This design comes from an exercise in tuning for small area on the open sky130 flow, not from production work.
Only simulation tests tie the RTL to the original design; equivalence was not proved.
Power and IR drop assume default switching activity.

v6:
Design top, start of the top module:
module top(
    input clk,
    input reset,
    input start,
    input [7:0] a,
    input [7:0] b,
    output [6:0] seg,
    output [7:0] an
);
Size: roughly 280 cells after synthesis, ~34 I/O pins, roughly 0.0024 sq mm of cells after synthesis.
export LEC_CHECK = 0
export CAP_MARGIN = 0
export CORE_MARGIN = 2
export CORE_UTILIZATION = 70
export SLEW_MARGIN = 0
create_clock -name core_clock -period 30.0 [get_ports {clk}]
standard.sh (not shown) runs the stock make flow with config.mk's settings and CLKGATE_MAP_FILE= SYNTH_SCRIPT=/design/flow/synth_recipe.tcl, a recipe that flattens the netlist after the stock synthesis.
==> flow/flow/run.sh <==
#!/bin/bash
# Layout flow: the standard ORFS flow (standard.sh's make command) with
#  - synthesis by flow/synth.tcl: synth_recipe.tcl with ABC run on flow/area.abc
#    and no adder pre-mapping (ADDER_MAP_FILE empty), registers unchanged;
#  - buf_1 cells as the port buffers;
#  - CTS without dummy loads.
# Every tool's output goes to the ORFS logs under orfs/logs; make's own
# output goes to make.log here.
set -euo pipefail
W=$(pwd)
export MY_ABC_SCRIPT=$W/flow/area.abc
export ADDER_MAP_FILE=
export BUFFER_PORTS_ARGS="-buffer_cell sky130_fd_sc_hd__buf_1"
export CTS_ARGS="-sink_clustering_enable -buf_list {sky130_fd_sc_hd__clkbuf_4 sky130_fd_sc_hd__clkbuf_8} -root_buf sky130_fd_sc_hd__clkbuf_8 -repair_clock_nets -dont_use_dummy_load"
sed "s#SYNTH_SCRIPT=[^ ]*#SYNTH_SCRIPT=$W/flow/synth.tcl#" standard.sh > my_standard.sh
grep -q "SYNTH_SCRIPT=$W/flow/synth.tcl" my_standard.sh
bash my_standard.sh > make.log 2>&1
test -s out/final.def
==> flow/flow/area.abc <==
strash
&get -n
&fraig -x
&put
scorr
&get -n
&deepsyn -T 20 -S 2
&put
strash
&get -n
&dch -f
&nf -R 1000
&put
==> flow/flow/synth.tcl <==
# synth_recipe.tcl with ABC's script replaced by $MY_ABC_SCRIPT
proc synth {args} { yosys synth -nofsm -noshare {*}$args }
proc abc {args} {
  set i [lsearch -exact $args -script]
  if { $i >= 0 && [info exists ::env(MY_ABC_SCRIPT)] } {
    lset args [expr {$i + 1}] $::env(MY_ABC_SCRIPT)
  }
  yosys abc {*}$args
}
source $::env(SCRIPTS_DIR)/synth.tcl
# left out here: clear keep_hierarchy, flatten, clean up, hide names made inside functions, write 1_2_yosys.v
--- input diff v6..v7 ---
- a change of SLEW_MARGIN from 0 to 20
- a change of CAP_MARGIN from 0 to 20
diff --git a/flow/flow/run.sh b/flow/flow/run.sh
--- a/flow/flow/run.sh
+++ b/flow/flow/run.sh
@@ -12,5 +12,5 @@
 export ADDER_MAP_FILE=
 export BUFFER_PORTS_ARGS="-buffer_cell sky130_fd_sc_hd__buf_1"
-export CTS_ARGS="-sink_clustering_enable -buf_list {sky130_fd_sc_hd__clkbuf_4 sky130_fd_sc_hd__clkbuf_8} -root_buf sky130_fd_sc_hd__clkbuf_8 -repair_clock_nets -dont_use_dummy_load"
+export CTS_ARGS="-sink_clustering_enable -sink_clustering_size 50 -sink_clustering_max_diameter 400 -buf_list sky130_fd_sc_hd__clkbuf_8 -repair_clock_nets -dont_use_dummy_load"
 sed "s#SYNTH_SCRIPT=[^ ]*#SYNTH_SCRIPT=$W/flow/synth.tcl#" standard.sh > my_standard.sh
 grep -q "SYNTH_SCRIPT=$W/flow/synth.tcl" my_standard.sh
==> flow/flow/area.abc <==
strash
&get -n
&fraig -x
&put
scorr
dc2
strash
&get -n
&dch -f
&nf -R 1000
&put
==> comparison <==
v7 | status: complete | timing, DRC, antenna: pass
Diff v6 -> v7: met1 routing resource usage after global routing now smaller, clock-cell share of area comparable, average wire per cell in the routed design now larger.
Compared with v6, v7 shows share of the yosys chip area belonging to registers lower by 1.3 points.
In v7 the power share of the sequential group turned out 0.5 points higher than in v6.
Taking v6 as the reference, in v7 placed wire-length estimate moved up, net switching power moved down, least setup slack across all paths after layout moved down.
[v7 vs v6] post-synthesis instance area: higher in v7
The synthesis-to-layout area growth in v7 sits 0.31 points above the value recorded for v6.
| global-route track usage on met3 | lower: v7 |

afterwards: timing with drivers on the ports:
No port has a modelled driver above. Below, the same layouts with a new extraction and two added sets of constraints. Step 1 (the two cells are an assumption about what drives the block):
set clk [get_ports {clk}]
set_driving_cell -lib_cell sky130_fd_sc_hd__clkbuf_16 $clk
set_driving_cell -lib_cell sky130_fd_sc_hd__buf_2 [delete_from_list [all_inputs] $clk]
Step 2 also shifts input and output timing later by t, the mid clock arrival at the registers, as if the neighbouring blocks saw the same clock. Slacks: ideal ports / drivers / drivers and shift; pairs: ideal ports / drivers.
run | shift t [ns] | setup WS [ns] | cell pins on the clock port's net
v6 | 0.313 | 21.684 / 21.660 / 21.973 | 1
v7 | 0.313 | 21.385 / 21.355 / 21.628 | 1
After both steps setup and hold are still met in every run listed.
